Context: an optimization exercise on an open-source flow, tuned for small area and a short achievable clock period. The choices shown serve that exercise and are no tape-out recipe. Where RTL was checked, it was by simulation tests only, not by an equivalence proof against the original.

==> 05-06: inputs <==
==> flow/design.v (excerpt) <==
module top_fft(
    input clk,
    input reset_p,
    input [23:0] fft_input,
    output reg [23:0] fft_output
);
==> flow/config.mk <==
export PLATFORM = sky130hd
export DESIGN_NAME = top_fft
export DESIGN_NICKNAME = top_fft
export VERILOG_FILES = /design/flow/design.v
export SDC_FILE = /design/flow/constraint.sdc
export NUM_CORES = 4
export LEC_CHECK = 0
export CAP_MARGIN = 20
export CORE_MARGIN = 2
export CORE_UTILIZATION = 40
export CTS_CLUSTER_DIAMETER = 100
export CTS_CLUSTER_SIZE = 30
export SETUP_SLACK_MARGIN = 4.4
export SLEW_MARGIN = 20
==> flow/constraint.sdc <==
create_clock -name core_clock -period 7.0 [get_ports {clk}]
set_input_delay 1.4000 -clock core_clock [delete_from_list [all_inputs] [get_ports {clk}]]
set_output_delay 1.4000 -clock core_clock [all_outputs]
set_load 0.01 [all_outputs]
run.sh (not shown) runs the stock make flow with config.mk's settings and CLKGATE_MAP_FILE= SYNTH_SCRIPT=/design/flow/synth_recipe.tcl, a recipe that flattens the netlist after the stock synthesis.
==> inputs of 04-11, as changes to 05-06 <==
--- a/flow/design.v
+++ b/flow/design.v
@@ -15,71 +15,59 @@
         end else begin
             if (cnt == 4'd14) f1 <= 1'b0;
             if (cnt == 4'd1 && !f1) f2 <= 1'b0;
         end
     end
-    reg [3:0] v4, v3, v2;
-    always @(posedge clk) begin
-        v4 <= nc + 4'd4;
-        v3 <= v4;
-        v2 <= v3;
-    end
+    wire [3:0] nc1 = nc + 4'd1;
+    wire [3:0] nc2 = nc + 4'd2;
     wire [3:0] ncm1 = nc - 4'd1;
-    wire [3:0] nc1  = nc + 4'd1;
-    wire [2:0] k1_p = v4[3] ? 3'd0 : v4[2:0];           
-    wire [2:0] k1_x = v3[3] ? 3'd0 : v3[2:0];           
-    wire [2:0] k1_m = v2[3] ? 3'd0 : v2[2:0];           
-    wire [2:0] k2_p = v2[2] ? 3'd0 : {v2[1:0], 1'b0};    
-    wire [2:0] k2_m = nc[2]  ? 3'd0 : {nc[1:0], 1'b0};       
-    wire [5:0]  c1p_n, c1x_n, c2p_n, u1, u2, u3;
-    wire [42:0] c1m_n, u4, u5;
-    wire [32:0] c2m_n, u6;
-    twiddle_w_value  w1p(.k(k1_p), .p1(c1p_n), .p2(u4));
-    twiddle_w_value  w1x(.k(k1_x), .p1(c1x_n), .p2(u5));
-    twiddle_w_value  w1m(.k(k1_m), .p1(u1),    .p2(c1m_n));
-    twiddle_w_value2 w2p(.k(k2_p), .p1(c2p_n), .p2(u6));
-    twiddle_w_value2 w2m(.k(k2_m), .p1(u2),    .p2(c2m_n));
+    wire [2:0] k1_p = nc2[3] ? 3'd0 : nc2[2:0];
+    wire [2:0] k1_m = nc1[3] ? 3'd0 : nc1[2:0];
+    wire [2:0] k2_p = nc1[2] ? 3'd0 : {nc1[1:0], 1'b0};
+    wire [2:0] k2_m = nc[2]  ? 3'd0 : {nc[1:0], 1'b0};
+    wire [5:0]  c1p_n, c2p_n, c1x, c2x;
+    wire [42:0] c1m_n, c1y;
+    wire [32:0] c2m_n, c2y;
+    twiddle_w_value  w1p(.k(k1_p), .p1(c1p_n), .p2(c1y));
+    twiddle_w_value  w1m(.k(k1_m), .p1(c1x),   .p2(c1m_n));
+    twiddle_w_value2 w2p(.k(k2_p), .p1(c2p_n), .p2(c2y));
+    twiddle_w_value2 w2m(.k(k2_m), .p1(c2x),   .p2(c2m_n));
     reg sel1, sel2, sel3, sel4, rot3;
     reg [5:0]  c1p, c2p;
-    reg [1:0]  c1x;
     reg [42:0] c1m;
     reg [32:0] c2m;
     always @(posedge clk) begin
         sel1 <= nc[3];
         sel2 <= ~ncm1[2];
         sel3 <= nc[1];
         sel4 <= nc[0];
         rot3 <= nc1[1] & nc1[0];
         c1p <= c1p_n;
-        c1x <= c1x_n[1:0];
         c2p <= c2p_n;
         c1m <= c1m_n;
         c2m <= c2m_n;
     end
     reg  [23:0] s1_in;
-    reg  [23:0] s1_dl [0:4];
-    reg  [25:0] s1_d5;
+    reg  [23:0] s1_dl [0:5];
     reg  [51:0] s1_d6;
     reg  [97:0] s1_d7;
     wire [23:0] s1_a = {s1_d7[97:86], s1_d7[48:37]};
     wire [23:0] s1_b0, s1_b1;
-    wire [25:0] s1_p;
+    wire [51:0] s1_p;
     wire [97:0] s1_m;
     wire [11:0] s1_yr, s1_yi;
     Butterfly bf1(.fft_input_A(s1_a), .fft_input_B(s1_in), .fft_output_0(s1_b0), .fft_output_1(s1_b1));
-    twiddle_prep #(.QOUT(0)) tp1(.x(s1_dl[4]), .p1(c1p), .t(s1_p));
+    twiddle_prep #(.QOUT(1)) tp1(.x(s1_dl[5]), .p1(c1p), .t(s1_p));
     twiddle_factor tw1(.t(s1_d6), .p2(c1m), .y(s1_m));
     twiddle_add ta1r(.a(s1_d7[97:86]), .s(s1_d7[85:68]), .c(s1_d7[67:50]), .cin(s1_d7[49]), .y(s1_yr));
     twiddle_add ta1i(.a(s1_d7[48:37]), .s(s1_d7[36:19]), .c(s1_d7[18:1]),  .cin(s1_d7[0]),  .y(s1_yi));
-    wire [12:0] s1_tr = s1_d5[25:13], s1_ti = s1_d5[12:0];
     integer i;
     always @(posedge clk) begin
         s1_in <= fft_input;
         s1_dl[0] <= sel1 ? s1_b1 : s1_in;
-        for (i = 1; i < 5; i = i + 1) s1_dl[i] <= s1_dl[i-1];
-        s1_d5 <= s1_p;
-        s1_d6 <= {s1_ti ^ {13{c1x[0]}}, s1_tr ^ {13{c1x[1]}}, s1_tr, s1_ti};
+        for (i = 1; i < 6; i = i + 1) s1_dl[i] <= s1_dl[i-1];
+        s1_d6 <= s1_p;
         s1_d7 <= s1_m;
     end
     reg  [23:0] s2_in;
     reg  [23:0] s2_d0, s2_d1;
     reg  [25:0] s2_d2;
@@ -125,67 +113,15 @@
     input [23:0] fft_input_A,
     input [23:0] fft_input_B,
     output [23:0] fft_output_0,
     output [23:0] fft_output_1
 );
-    bf_addsub re(.a(fft_input_A[23:12]), .b(fft_input_B[23:12]), .s(fft_output_0[23:12]), .d(fft_output_1[23:12]));
-    bf_addsub im(.a(fft_input_A[11:0]),  .b(fft_input_B[11:0]),  .s(fft_output_0[11:0]),  .d(fft_output_1[11:0]));
-endmodule
-module bf_addsub(
-    input  [11:0] a,
-    input  [11:0] b,
-    output [11:0] s,
-    output [11:0] d
-);
-    wire [12:0] ae = {a[11], a};
-    wire [12:0] be = {b[11], b};
-    wire [12:0] p  = ae ^ be;
-    wire [12:0] gs = ae & be;
-    wire [12:0] gd = ae & ~be;
-    wire [12:0] cs, cd;    
-    bf_prefix ps(.g(gs), .p(p),  .cin(1'b0), .c(cs));
-    bf_prefix pd(.g(gd), .p(~p), .cin(1'b1), .c(cd));
-    wire [12:0] sum  = p ^ cs;
-    wire [12:0] diff = ~p ^ cd;
-    assign s = sum[12:1];
-    assign d = diff[12:1];
-endmodule
-module bf_prefix(
-    input  [12:0] g,
-    input  [12:0] p,
-    input  cin,
-    output [12:0] c
-);
-    wire [12:0] g0 = {g[12:1], g[0] | (p[0] & cin)};
-    wire [12:0] g1, p1, g2, p2, g3, p3, g4;
-    genvar i;
-    generate for (i = 0; i < 13; i = i + 1) begin : l
-        if (i >= 1) begin
-            assign g1[i] = g0[i] | (p[i] & g0[i-1]);
-            assign p1[i] = p[i] & p[i-1];
-        end else begin
-            assign g1[i] = g0[i];
-            assign p1[i] = p[i];
-        end
-        if (i >= 2) begin
-            assign g2[i] = g1[i] | (p1[i] & g1[i-2]);
-            assign p2[i] = p1[i] & p1[i-2];
-        end else begin
-            assign g2[i] = g1[i];
-            assign p2[i] = p1[i];
-        end
-        if (i >= 4) begin
-            assign g3[i] = g2[i] | (p2[i] & g2[i-4]);
-            assign p3[i] = p2[i] & p2[i-4];
-        end else begin
-            assign g3[i] = g2[i];
-            assign p3[i] = p2[i];
-        end
-        if (i >= 8) assign g4[i] = g3[i] | (p3[i] & g3[i-8]);
-        else        assign g4[i] = g3[i];
-    end endgenerate
-    assign c = {g4[11:0], cin};
+    wire signed [11:0] ar = fft_input_A[23:12], ai = fft_input_A[11:0];
+    wire signed [11:0] br = fft_input_B[23:12], bi = fft_input_B[11:0];
+    wire signed [12:0] x0r = ar + br, x0i = ai + bi, x1r = ar - br, x1i = ai - bi;
+    assign fft_output_0 = {x0r[12:1], x0i[12:1]};
+    assign fft_output_1 = {x1r[12:1], x1i[12:1]};
 endmodule
 module twiddle_factor(
     input  [51:0] t,
     input  [42:0] p2,
     output [97:0] y
- CTS_CLUSTER_DIAMETER: 100 -> not set
- CTS_CLUSTER_SIZE: 30 -> not set
- SETUP_SLACK_MARGIN: 4.4 -> 4.2
==> comparison table <==
item	05-06	04-11
Non-clock buffers	164	123
CTS clk-pin slew, worst paths	110 ps	70 ps
Yosys reg bits	677	665
Inst Count DP	5216	5210
Area enclosed by the die boundary	98900 µm²	99000 µm²
End of the critical path	s1_d5[24]	s1_d6[49]
Synth Area in XOR/XNOR	7.65%	7.71%
Startpoint of the most critical hold path	v3[2]	s2_d0[8]
First-pass GRT wire length	144 mm	143 mm
Share of the cycle needed by the critical path after routing	38.3%	39.9%
Status	complete, no violations	complete, no violations
Area of all placed cells without fillers	43900 µm²	44200 µm²
CTS buffer count	35	76


==> inputs of trial 57 <==
==> flow/design.v <==
module top_fft(
    input clk,
    input reset_p,
    input [23:0] fft_input,
    output reg [23:0] fft_output
);
    reg [3:0] cnt;
    reg       f1, f2;    
    wire [3:0] nc = reset_p ? 4'b1111 : cnt + 4'd1;    
    always @(posedge clk) begin
        cnt <= nc;
        if (reset_p) begin
            f1  <= 1'b1;
            f2  <= 1'b1;
        end else begin
            if (cnt == 4'd14) f1 <= 1'b0;
            if (cnt == 4'd1 && !f1) f2 <= 1'b0;
        end
    end
    wire [3:0] nc1 = nc + 4'd1;
    wire [3:0] nc2 = nc + 4'd2;
    wire [3:0] ncm1 = nc - 4'd1;
    wire [2:0] k1_p = nc2[3] ? 3'd0 : nc2[2:0];
    wire [2:0] k1_m = nc1[3] ? 3'd0 : nc1[2:0];
    wire [2:0] k2_p = nc1[2] ? 3'd0 : {nc1[1:0], 1'b0};
    wire [2:0] k2_m = nc[2]  ? 3'd0 : {nc[1:0], 1'b0};
    wire [5:0]  c1p_n, c2p_n, c1x, c2x;
    wire [42:0] c1m_n, c1y;
    wire [32:0] c2m_n, c2y;
    twiddle_w_value  w1p(.k(k1_p), .p1(c1p_n), .p2(c1y));
    twiddle_w_value  w1m(.k(k1_m), .p1(c1x),   .p2(c1m_n));
    twiddle_w_value2 w2p(.k(k2_p), .p1(c2p_n), .p2(c2y));
    twiddle_w_value2 w2m(.k(k2_m), .p1(c2x),   .p2(c2m_n));
    reg sel1, sel2, sel3, sel4, rot3;
    reg [5:0]  c1p, c2p;
    reg [42:0] c1m;
    reg [32:0] c2m;
    always @(posedge clk) begin
        sel1 <= nc[3];
        sel2 <= ~ncm1[2];
        sel3 <= nc[1];
        sel4 <= nc[0];
        rot3 <= nc1[1] & nc1[0];
        c1p <= c1p_n;
        c2p <= c2p_n;
        c1m <= c1m_n;
        c2m <= c2m_n;
    end
    reg  [23:0] s1_in;
    reg  [23:0] s1_dl [0:5];
    reg  [51:0] s1_d6;
    reg  [97:0] s1_d7;
    wire [23:0] s1_a = {s1_d7[97:86], s1_d7[48:37]};
    wire [23:0] s1_b0, s1_b1;
    wire [51:0] s1_p;
    wire [97:0] s1_m;
    wire [11:0] s1_yr, s1_yi;
    Butterfly bf1(.fft_input_A(s1_a), .fft_input_B(s1_in), .fft_output_0(s1_b0), .fft_output_1(s1_b1));
    twiddle_prep #(.QOUT(1)) tp1(.x(s1_dl[5]), .p1(c1p), .t(s1_p));
    twiddle_factor tw1(.t(s1_d6), .p2(c1m), .y(s1_m));
    twiddle_add ta1r(.a(s1_d7[97:86]), .s(s1_d7[85:68]), .c(s1_d7[67:50]), .cin(s1_d7[49]), .y(s1_yr));
    twiddle_add ta1i(.a(s1_d7[48:37]), .s(s1_d7[36:19]), .c(s1_d7[18:1]),  .cin(s1_d7[0]),  .y(s1_yi));
    integer i;
    always @(posedge clk) begin
        s1_in <= fft_input;
        s1_dl[0] <= sel1 ? s1_b1 : s1_in;
        for (i = 1; i < 6; i = i + 1) s1_dl[i] <= s1_dl[i-1];
        s1_d6 <= s1_p;
        s1_d7 <= s1_m;
    end
    reg  [23:0] s2_in;
    reg  [23:0] s2_d0, s2_d1;
    reg  [25:0] s2_d2;
    reg  [73:0] s2_d3;
    wire [23:0] s2_a = {s2_d3[73:62], s2_d3[36:25]};
    wire [23:0] s2_b0, s2_b1;
    wire [25:0] s2_p;
    wire [73:0] s2_m;
    wire [11:0] s2_yr, s2_yi;
    Butterfly bf2(.fft_input_A(s2_a), .fft_input_B(s2_in), .fft_output_0(s2_b0), .fft_output_1(s2_b1));
    twiddle_prep #(.QOUT(0)) tp2(.x(s2_d1), .p1(c2p), .t(s2_p));
    twiddle_factor2 tw2(.t(s2_d2), .p2(c2m), .y(s2_m));
    twiddle_add2 ta2r(.s(s2_d3[73:56]), .c(s2_d3[55:38]), .cin(s2_d3[37]), .y(s2_yr));
    twiddle_add2 ta2i(.s(s2_d3[36:19]), .c(s2_d3[18:1]),  .cin(s2_d3[0]),  .y(s2_yi));
    always @(posedge clk) begin
        s2_in <= sel1 ? s1_b0 : {s1_yr, s1_yi};
        s2_d0 <= sel2 ? s2_in : s2_b1;
        s2_d1 <= s2_d0;
        s2_d2 <= s2_p;
        s2_d3 <= s2_m;
    end
    reg  [23:0] s3_in;
    reg  [23:0] s3_d0, s3_d1;
    wire [23:0] s3_b0, s3_b1;
    Butterfly bf3(.fft_input_A(s3_d1), .fft_input_B(s3_in), .fft_output_0(s3_b0), .fft_output_1(s3_b1));
    wire [11:0] s3_neg_r = -s3_d0[23:12];
    always @(posedge clk) begin
        s3_in <= sel2 ? {s2_yr, s2_yi} : s2_b0;
        s3_d0 <= sel3 ? s3_in : s3_b1;
        s3_d1 <= rot3 ? {s3_d0[11:0], s3_neg_r} : s3_d0;
    end
    reg  [23:0] s4_in;
    reg  [23:0] s4_dl;
    wire [23:0] s4_b0, s4_b1;
    Butterfly bf4(.fft_input_A(s4_dl), .fft_input_B(s4_in), .fft_output_0(s4_b0), .fft_output_1(s4_b1));
    always @(posedge clk) begin
        s4_in <= sel3 ? s3_d1 : s3_b0;
        s4_dl <= sel4 ? s4_in : s4_b1;
        fft_output <= (reset_p | f2) ? 24'd0 : (sel4 ? s4_dl : s4_b0);
    end
endmodule
module Butterfly(
    input [23:0] fft_input_A,
    input [23:0] fft_input_B,
    output [23:0] fft_output_0,
    output [23:0] fft_output_1
);
    wire signed [11:0] ar = fft_input_A[23:12], ai = fft_input_A[11:0];
    wire signed [11:0] br = fft_input_B[23:12], bi = fft_input_B[11:0];
    wire signed [12:0] x0r = ar + br, x0i = ai + bi, x1r = ar - br, x1i = ai - bi;
    assign fft_output_0 = {x0r[12:1], x0i[12:1]};
    assign fft_output_1 = {x1r[12:1], x1i[12:1]};
endmodule
module twiddle_factor(
    input  [51:0] t,
    input  [42:0] p2,
    output [97:0] y
);
    wire [12:0] qr = t[51:39], qi = t[38:26], tr = t[25:13], ti = t[12:0];
    wire en = p2[42], en2 = p2[41], en13 = p2[40];
    twiddle_csa re(.t(tr), .q(qr), .en(en), .en2(en2), .en13(en13), .inv(p2[39]),
                   .ke(p2[38:30]), .kf(p2[29:20]), .y(y[97:49]));
    twiddle_csa im(.t(ti), .q(qi), .en(en), .en2(en2), .en13(en13), .inv(p2[19]),
                   .ke(p2[18:10]), .kf(p2[9:0]), .y(y[48:0]));
endmodule
module twiddle_csa(
    input  [12:0] t,
    input  [12:0] q,
    input  en, en2, en13, inv,
    input  [8:0] ke,
    input  [9:0] kf,
    output [48:0] y
);
    wire [21:0] tp = {{9{t[12]}}, t};
    wire [21:0] tn = ~tp;
    wire [21:0] qp = {{9{q[12]}}, q};
    wire [21:0] qn = ~qp;
    wire [21:0] z = 22'd0;
    wire [11:0] a = t[11:0] + {11'd0, inv};
    wire [21:0] rB = en ? (tn << 6) : z;
    wire [21:0] rC = en ? (en2 ? (tn << 8) : (tn << 4)) : z;
    wire [21:0] rD = en ? (en2 ? (tp << 4) : (tp << 1)) : z;
    wire [21:0] rE = (en2 ? (tp << 2) : z) | (en13 ? (qp << 9) : z) | {13'd0, ke};
    wire [21:0] rF = (en13 ? (qn << 7) : z) | {12'd0, kf};
    wire [21:0] rG = en13 ? (qp << 3) : z;
    wire [21:0] s1 = rB ^ rC ^ rD, c1 = ((rB & rC) | (rB & rD) | (rC & rD)) << 1;
    wire [21:0] s2 = rE ^ rF ^ rG, c2 = ((rE & rF) | (rE & rG) | (rF & rG)) << 1;
    wire [21:0] s3 = s1 ^ c1 ^ s2, c3 = ((s1 & c1) | (s1 & s2) | (c1 & s2)) << 1;
    wire [21:0] s4 = s3 ^ c3 ^ c2, c4 = ((s3 & c3) | (s3 & c2) | (c3 & c2)) << 1;
    wire [4:0] lo = {1'b0, s4[3:0]} + {1'b0, c4[3:0]};
    assign y = {a, s4[21:4], c4[21:4], lo[4]};
endmodule
module twiddle_factor2(
    input  [25:0] t,
    input  [32:0] p2,
    output [73:0] y
);
    wire [12:0] tr = t[25:13], ti = t[12:0];
    twiddle_csa2 re(.t(tr), .en(p2[32]), .ka(p2[31:22]), .kb(p2[21:16]), .y(y[73:37]));
    twiddle_csa2 im(.t(ti), .en(p2[32]), .ka(p2[15:6]),  .kb(p2[5:0]),   .y(y[36:0]));
endmodule
module twiddle_csa2(
    input  [12:0] t,
    input  en,
    input  [9:0] ka,
    input  [5:0] kb,
    output [36:0] y
);
    wire [21:0] tp = {{9{t[12]}}, t};
    wire [21:0] tn = ~tp;
    wire [21:0] z = 22'd0;
    wire [21:0] rA = {t[11:0], ka};
    wire [21:0] rB = (en ? (tn << 6) : z) | {16'd0, kb};
    wire [21:0] rC = en ? (tn << 8) : z;
    wire [21:0] rD = en ? (tp << 4) : z;
    wire [21:0] rE = en ? (tp << 2) : z;
    wire [21:0] s1 = rA ^ rB ^ rC, c1 = ((rA & rB) | (rA & rC) | (rB & rC)) << 1;
    wire [21:0] s2 = s1 ^ c1 ^ rD, c2 = ((s1 & c1) | (s1 & rD) | (c1 & rD)) << 1;
    wire [21:0] s3 = s2 ^ c2 ^ rE, c3 = ((s2 & c2) | (s2 & rE) | (c2 & rE)) << 1;
    wire [4:0] lo = {1'b0, s3[3:0]} + {1'b0, c3[3:0]};
    assign y = {s3[21:4], c3[21:4], lo[4]};
endmodule
module twiddle_add(
    input  [11:0] a,
    input  [17:0] s,
    input  [17:0] c,
    input  cin,
    output [11:0] y
);
    wire [17:0] a6 = {a, 6'd0};
    wire [17:0] s2 = a6 ^ s ^ c;
    wire [17:0] c2 = (a6 & s) | (a6 & c) | (s & c);
    wire [17:0] r  = s2 + {c2[16:0], cin};
    assign y = r[17:6];
endmodule
module twiddle_add2(
    input  [17:0] s,
    input  [17:0] c,
    input  cin,
    output [11:0] y
);
    wire [17:0] r = s + c + {17'd0, cin};
    assign y = r[17:6];
endmodule
module twiddle_w_value(
    input  [2:0] k,
    output reg [5:0]  p1,     
    output reg [42:0] p2      
);
    always @(*) begin
        case (k)
            3'd0: begin p1 = {2'd0, 4'b0000}; p2 = {3'b000, 1'b0, 9'd0,   10'd0,   1'b0, 9'd0,   10'd0};   end
            3'd1: begin p1 = {2'd0, 4'b0010}; p2 = {3'b101, 1'b0, 9'd208, 10'd0,   1'b0, 9'd511, 10'd89};  end
            3'd2: begin p1 = {2'd1, 4'b0000}; p2 = {3'b110, 1'b0, 9'd0,   10'd320, 1'b0, 9'd0,   10'd320}; end
            3'd3: begin p1 = {2'd2, 4'b0101}; p2 = {3'b101, 1'b0, 9'd208, 10'd0,   1'b1, 9'd130, 10'd0};   end
            3'd4: begin p1 = {2'd2, 4'b0100}; p2 = {3'b000, 1'b0, 9'd0,   10'd0,   1'b1, 9'd0,   10'd0};   end
            3'd5: begin p1 = {2'd2, 4'b0110}; p2 = {3'b101, 1'b0, 9'd511, 10'd89,  1'b1, 9'd511, 10'd11};  end
            3'd6: begin p1 = {2'd3, 4'b0100}; p2 = {3'b110, 1'b0, 9'd0,   10'd320, 1'b1, 9'd0,   10'd20};  end
            default: begin p1 = {2'd0, 4'b1101}; p2 = {3'b101, 1'b1, 9'd130, 10'd0, 1'b1, 9'd511, 10'd11}; end
        endcase
    end
endmodule
module twiddle_w_value2(
    input  [2:0] k,
    output reg [5:0]  p1,     
    output reg [32:0] p2      
);
    always @(*) begin
        case (k[2:1])
            2'd0: begin p1 = {2'd0, 4'b0000}; p2 = {1'b0, 10'd0,   6'd0, 10'd0,    6'd0};  end
            2'd1: begin p1 = {2'd1, 4'b0000}; p2 = {1'b1, 10'd320, 6'd0, 10'd320,  6'd0};  end
            2'd2: begin p1 = {2'd2, 4'b0100}; p2 = {1'b0, 10'd0,   6'd0, 10'd1023, 6'd1};  end
            default: begin p1 = {2'd3, 4'b0100}; p2 = {1'b1, 10'd320, 6'd0, 10'd1023, 6'd21}; end
        endcase
    end
endmodule
module twiddle_prep #(parameter QOUT = 1) (
    input  [23:0] x,
    input  [5:0]  p1,
    output [QOUT*26+25:0] t
);
    wire [12:0] xr = {x[23], x[23:12]};
    wire [12:0] xi = {x[11], x[11:0]};
    wire [1:0] ps = p1[5:4];
    wire ir = p1[3], ii = p1[2], m1 = p1[1], m3 = p1[0];
    wire n3 = (ps == 2'd3), n1 = (ps == 2'd1);
    wire [12:0] ar = ((ps == 2'd2) ? 13'd0 : (xr ^ {13{n3}})) ^ {13{ir}};
    wire [12:0] br = ((ps == 2'd0) ? 13'd0 : xi) ^ {13{ir}};
    wire [12:0] ai = ((ps == 2'd2) ? 13'd0 : xi) ^ {13{ii}};
    wire [12:0] bi = ((ps == 2'd0) ? 13'd0 : (xr ^ {13{n1}})) ^ {13{ii}};
    wire cr = n3 ^ ir, ci = n1 ^ ii;
    wire [13:0] sr = {ar, cr} + {br, cr};
    wire [13:0] si = {ai, ci} + {bi, ci};
    wire [12:0] tr = sr[13:1];
    wire [12:0] ti = si[13:1];
    generate if (QOUT) begin : g_q
        wire [12:0] qr = ti ^ {13{m3}};
        wire [12:0] qi = tr ^ {13{m1}};
        assign t = {qr, qi, tr, ti};
    end else begin : g_noq
        assign t = {tr, ti};
    end endgenerate
endmodule
==> flow/run.sh <==
#!/bin/bash
# synth_recipe.tcl (not shown) runs the flow's synth.tcl, then flattens the netlist and writes it again
# the make line also repeats each setting of config.mk as NAME=value (left out here)
make -C /OpenROAD-flow-scripts/flow DESIGN_CONFIG=/design/flow/config.mk WORK_HOME=/design/flow/orfs CLKGATE_MAP_FILE= SYNTH_SCRIPT=/design/flow/synth_recipe.tcl finish
==> flow/config.mk <==
export PLATFORM = sky130hd
export DESIGN_NAME = top_fft
export DESIGN_NICKNAME = top_fft
export VERILOG_FILES = /design/flow/design.v
export SDC_FILE = /design/flow/constraint.sdc
export NUM_CORES = 4
export LEC_CHECK = 0
export CAP_MARGIN = 20
export CORE_MARGIN = 2
export CORE_UTILIZATION = 40
export SETUP_SLACK_MARGIN = 4.6
export SLEW_MARGIN = 20
==> flow/constraint.sdc <==
create_clock -name core_clock -period 7.0 [get_ports {clk}]
set_input_delay 1.4000 -clock core_clock [delete_from_list [all_inputs] [get_ports {clk}]]
set_output_delay 1.4000 -clock core_clock [all_outputs]
set_load 0.01 [all_outputs]
==> build 75: changes against trial 57 <==
Settings changed: CORE_UTILIZATION 40 to 60, CTS_CLUSTER_DIAMETER set to 100, CTS_CLUSTER_SIZE set to 30, SETUP_SLACK_MARGIN 4.6 to 4.2.
==> build 34: changes against trial 57 <==
==> flow/design.v, changed modules only <==
module top_fft(
    input clk,
    input reset_p,
    input [23:0] fft_input,
    output reg [23:0] fft_output
);
    reg [3:0] cnt;
    reg       f1, f2;    
    wire [3:0] nc = reset_p ? 4'b1111 : cnt + 4'd1;    
    always @(posedge clk) begin
        cnt <= nc;
        if (reset_p) begin
            f1  <= 1'b1;
            f2  <= 1'b1;
        end else begin
            if (cnt == 4'd14) f1 <= 1'b0;
            if (cnt == 4'd1 && !f1) f2 <= 1'b0;
        end
    end
    reg [3:0] v4, v3, v2;
    always @(posedge clk) begin
        v4 <= nc + 4'd4;
        v3 <= v4;
        v2 <= v3;
    end
    wire [3:0] ncm1 = nc - 4'd1;
    wire [3:0] nc1  = nc + 4'd1;
    wire [2:0] k1_p = v4[3] ? 3'd0 : v4[2:0];           
    wire [2:0] k1_x = v3[3] ? 3'd0 : v3[2:0];           
    wire [2:0] k1_m = v2[3] ? 3'd0 : v2[2:0];           
    wire [2:0] k2_p = v2[2] ? 3'd0 : {v2[1:0], 1'b0};    
    wire [2:0] k2_m = nc[2]  ? 3'd0 : {nc[1:0], 1'b0};       
    wire [5:0]  c1p_n, c1x_n, c2p_n, u1, u2, u3;
    wire [42:0] c1m_n, u4, u5;
    wire [32:0] c2m_n, u6;
    twiddle_w_value  w1p(.k(k1_p), .p1(c1p_n), .p2(u4));
    twiddle_w_value  w1x(.k(k1_x), .p1(c1x_n), .p2(u5));
    twiddle_w_value  w1m(.k(k1_m), .p1(u1),    .p2(c1m_n));
    twiddle_w_value2 w2p(.k(k2_p), .p1(c2p_n), .p2(u6));
    twiddle_w_value2 w2m(.k(k2_m), .p1(u2),    .p2(c2m_n));
    reg sel1, sel2, sel3, sel4, rot3;
    reg [5:0]  c1p, c2p;
    reg [1:0]  c1x;
    reg [42:0] c1m;
    reg [32:0] c2m;
    always @(posedge clk) begin
        sel1 <= nc[3];
        sel2 <= ~ncm1[2];
        sel3 <= nc[1];
        sel4 <= nc[0];
        rot3 <= nc1[1] & nc1[0];
        c1p <= c1p_n;
        c1x <= c1x_n[1:0];
        c2p <= c2p_n;
        c1m <= c1m_n;
        c2m <= c2m_n;
    end
    reg  [23:0] s1_in;
    reg  [23:0] s1_dl [0:4];
    reg  [25:0] s1_d5;
    reg  [51:0] s1_d6;
    reg  [97:0] s1_d7;
    wire [23:0] s1_a = {s1_d7[97:86], s1_d7[48:37]};
    wire [23:0] s1_b0, s1_b1;
    wire [25:0] s1_p;
    wire [97:0] s1_m;
    wire [11:0] s1_yr, s1_yi;
    Butterfly bf1(.fft_input_A(s1_a), .fft_input_B(s1_in), .fft_output_0(s1_b0), .fft_output_1(s1_b1));
    twiddle_prep #(.QOUT(0)) tp1(.x(s1_dl[4]), .p1(c1p), .t(s1_p));
    twiddle_factor tw1(.t(s1_d6), .p2(c1m), .y(s1_m));
    twiddle_add ta1r(.a(s1_d7[97:86]), .s(s1_d7[85:68]), .c(s1_d7[67:50]), .cin(s1_d7[49]), .y(s1_yr));
    twiddle_add ta1i(.a(s1_d7[48:37]), .s(s1_d7[36:19]), .c(s1_d7[18:1]),  .cin(s1_d7[0]),  .y(s1_yi));
    wire [12:0] s1_tr = s1_d5[25:13], s1_ti = s1_d5[12:0];
    integer i;
    always @(posedge clk) begin
        s1_in <= fft_input;
        s1_dl[0] <= sel1 ? s1_b1 : s1_in;
        for (i = 1; i < 5; i = i + 1) s1_dl[i] <= s1_dl[i-1];
        s1_d5 <= s1_p;
        s1_d6 <= {s1_ti ^ {13{c1x[0]}}, s1_tr ^ {13{c1x[1]}}, s1_tr, s1_ti};
        s1_d7 <= s1_m;
    end
    reg  [23:0] s2_in;
    reg  [23:0] s2_d0, s2_d1;
    reg  [25:0] s2_d2;
    reg  [73:0] s2_d3;
    wire [23:0] s2_a = {s2_d3[73:62], s2_d3[36:25]};
    wire [23:0] s2_b0, s2_b1;
    wire [25:0] s2_p;
    wire [73:0] s2_m;
    wire [11:0] s2_yr, s2_yi;
    Butterfly bf2(.fft_input_A(s2_a), .fft_input_B(s2_in), .fft_output_0(s2_b0), .fft_output_1(s2_b1));
    twiddle_prep #(.QOUT(0)) tp2(.x(s2_d1), .p1(c2p), .t(s2_p));
    twiddle_factor2 tw2(.t(s2_d2), .p2(c2m), .y(s2_m));
    twiddle_add2 ta2r(.s(s2_d3[73:56]), .c(s2_d3[55:38]), .cin(s2_d3[37]), .y(s2_yr));
    twiddle_add2 ta2i(.s(s2_d3[36:19]), .c(s2_d3[18:1]),  .cin(s2_d3[0]),  .y(s2_yi));
    always @(posedge clk) begin
        s2_in <= sel1 ? s1_b0 : {s1_yr, s1_yi};
        s2_d0 <= sel2 ? s2_in : s2_b1;
        s2_d1 <= s2_d0;
        s2_d2 <= s2_p;
        s2_d3 <= s2_m;
    end
    reg  [23:0] s3_in;
    reg  [23:0] s3_d0, s3_d1;
    wire [23:0] s3_b0, s3_b1;
    Butterfly bf3(.fft_input_A(s3_d1), .fft_input_B(s3_in), .fft_output_0(s3_b0), .fft_output_1(s3_b1));
    wire [11:0] s3_neg_r = -s3_d0[23:12];
    always @(posedge clk) begin
        s3_in <= sel2 ? {s2_yr, s2_yi} : s2_b0;
        s3_d0 <= sel3 ? s3_in : s3_b1;
        s3_d1 <= rot3 ? {s3_d0[11:0], s3_neg_r} : s3_d0;
    end
    reg  [23:0] s4_in;
    reg  [23:0] s4_dl;
    wire [23:0] s4_b0, s4_b1;
    Butterfly bf4(.fft_input_A(s4_dl), .fft_input_B(s4_in), .fft_output_0(s4_b0), .fft_output_1(s4_b1));
    always @(posedge clk) begin
        s4_in <= sel3 ? s3_d1 : s3_b0;
        s4_dl <= sel4 ? s4_in : s4_b1;
        fft_output <= (reset_p | f2) ? 24'd0 : (sel4 ? s4_dl : s4_b0);
    end
endmodule
module Butterfly(
    input [23:0] fft_input_A,
    input [23:0] fft_input_B,
    output [23:0] fft_output_0,
    output [23:0] fft_output_1
);
    bf_addsub re(.a(fft_input_A[23:12]), .b(fft_input_B[23:12]), .s(fft_output_0[23:12]), .d(fft_output_1[23:12]));
    bf_addsub im(.a(fft_input_A[11:0]),  .b(fft_input_B[11:0]),  .s(fft_output_0[11:0]),  .d(fft_output_1[11:0]));
endmodule
module bf_addsub(
    input  [11:0] a,
    input  [11:0] b,
    output [11:0] s,
    output [11:0] d
);
    wire [12:0] ae = {a[11], a};
    wire [12:0] be = {b[11], b};
    wire [12:0] p  = ae ^ be;
    wire [12:0] gs = ae & be;
    wire [12:0] gd = ae & ~be;
    wire [12:0] cs, cd;    
    bf_prefix ps(.g(gs), .p(p),  .cin(1'b0), .c(cs));
    bf_prefix pd(.g(gd), .p(~p), .cin(1'b1), .c(cd));
    wire [12:0] sum  = p ^ cs;
    wire [12:0] diff = ~p ^ cd;
    assign s = sum[12:1];
    assign d = diff[12:1];
endmodule
module bf_prefix(
    input  [12:0] g,
    input  [12:0] p,
    input  cin,
    output [12:0] c
);
    wire [12:0] g0 = {g[12:1], g[0] | (p[0] & cin)};
    wire [12:0] gl [0:4];
    wire [12:0] pl [0:4];
    assign gl[0] = g0;
    assign pl[0] = p;
    genvar l, i;
    generate for (l = 0; l < 4; l = l + 1) begin : lv
        for (i = 0; i < 13; i = i + 1) begin : b
            localparam integer d = (l == 0) ? 1 : (1 << l);
            if ((i % 2 == 1) && (i >= d + (l == 0 ? 0 : 1))) begin
                assign gl[l+1][i] = gl[l][i] | (pl[l][i] & gl[l][i-d]);
                assign pl[l+1][i] = pl[l][i] & pl[l][i-d];
            end else begin
                assign gl[l+1][i] = gl[l][i];
                assign pl[l+1][i] = pl[l][i];
            end
        end
    end endgenerate
    wire [12:0] gf;
    generate for (i = 0; i < 13; i = i + 1) begin : f
        if (i % 2 == 0 && i >= 2) assign gf[i] = g0[i] | (p[i] & gl[4][i-1]);
        else                      assign gf[i] = gl[4][i];
    end endgenerate
    assign c = {gf[11:0], cin};
endmodule
Settings changed: CORE_UTILIZATION 40 to 50, CTS_CLUSTER_DIAMETER set to 100, CTS_CLUSTER_SIZE set to 30, PLACE_DENSITY set to 0.7, SETUP_SLACK_MARGIN 4.6 to 4.2.
==> summary of the runs <==
Build 75 finished clean. Build 34 passed the timing, design-rule and antenna checks. Trial 57 finished with timing, DRC and antenna clean.
Clock-buffer cell count: trial 57 is higher than build 75 (64).
Worst setup slack, lowest first: trial 57, build 75, build 34.
Between trial 57 and build 75, the lower sequential share of layout area is in trial 57 (gap 4.2 points).
Between build 34 and build 75, the lower fmax is in build 75 (gap about 1.7%, measured against build 75).
Global-route usage, highest first: build 75, build 34, trial 57.
Of trial 57 and build 34, trial 57 has the higher non-clock buffer count (gap 208).
Of trial 57 and build 34, trial 57 has the higher synthesized area (gap about 1.8%, measured against build 34).
==> figures <==
Post-route met1 wirelength: trial 57 46,200 um; build 75 43,000 um; build 34 38,100 um
Met2 Wirelength: trial 57 45,200 um; build 75 42,900 um; build 34 36,400 um
Number of distinct library cell variants in the gate-level netlist after synthesis: trial 57 96; build 75 96; build 34 82
Status: trial 57 finished clean; build 75 finished clean; build 34 finished clean
Worst setup slack after placement: trial 57 3.39 ns; build 75 3.28 ns; build 34 3.07 ns
Fraction of synthesized area in multiplexers: trial 57 2.48%; build 75 2.48%; build 34 3.53%
Clock buffer count: trial 57 97; build 75 33; build 34 33
Layout Cell Area excl Fill: trial 57 0.0489 mm^2; build 75 0.0421 mm^2; build 34 0.0413 mm^2
Wire length per cell after detailed routing: trial 57 17.5 um; build 75 19.0 um; build 34 17.0 um
Diodes inserted: trial 57 1; build 75 2; build 34 1
Half-perimeter wire length after placement: trial 57 67,900 um; build 75 71,900 um; build 34 61,600 um
Beginning of the worst register-to-register path: trial 57 s1_d7[7]$_DFF_P_; build 75 s1_d7[7]$_DFF_P_; build 34 c1p[4]$_DFF_P_
Syn nets: trial 57 4,644; build 75 4,644; build 34 4,384
Sequential element share of the synthesized area: trial 57 34.5%; build 75 34.5%; build 34 35.7%
Post-route minimum period: trial 57 2.83 ns; build 75 2.82 ns; build 34 2.77 ns
No functional check of the RTL was part of build 34.

## what the ideal ports hide
Ports are ideal in the flow. The routed layouts listed here were re-timed in OpenROAD. Step 1, drivers: a clkbuf_16 drives clk and a buf_2 each remaining input, both assumed. Step 2 times the ports against the registers' clock, not the clock port: input delays grow and output delays shrink by t, the midpoint of the rising clock arrivals with the driver on. Slacks: ideal / step 1 / step 2; pairs: ideal / step 1.
run | t, ns | setup WS [ns] | hold slack, ns | worst register clock-pin slew, ns
05-06 | 0.654 | 4.321 / 4.321 / 3.995 | 0.311 / 0.311 / 0.311 | 0.12 / 0.12
04-11 | 0.688 | 4.205 / 4.205 / 3.651 | 0.315 / 0.315 / 0.315 | 0.07 / 0.07
trial 57 | 0.718 | 4.165 / 4.165 / 4.008 | 0.306 / 0.306 / 0.306 | 0.07 / 0.07
build 75 | 0.704 | 4.180 / 4.180 / 3.589 | 0.323 / 0.323 / 0.323 | 0.12 / 0.12
build 34 | 0.691 | 4.226 / 4.226 / 3.884 | 0.320 / 0.320 / 0.320 | 0.12 / 0.12
After both steps every run listed still meets setup and hold. For build 75, which loses most, drivers alone change the setup slack by 0.000 ns; drivers and shift together by -0.591 ns.
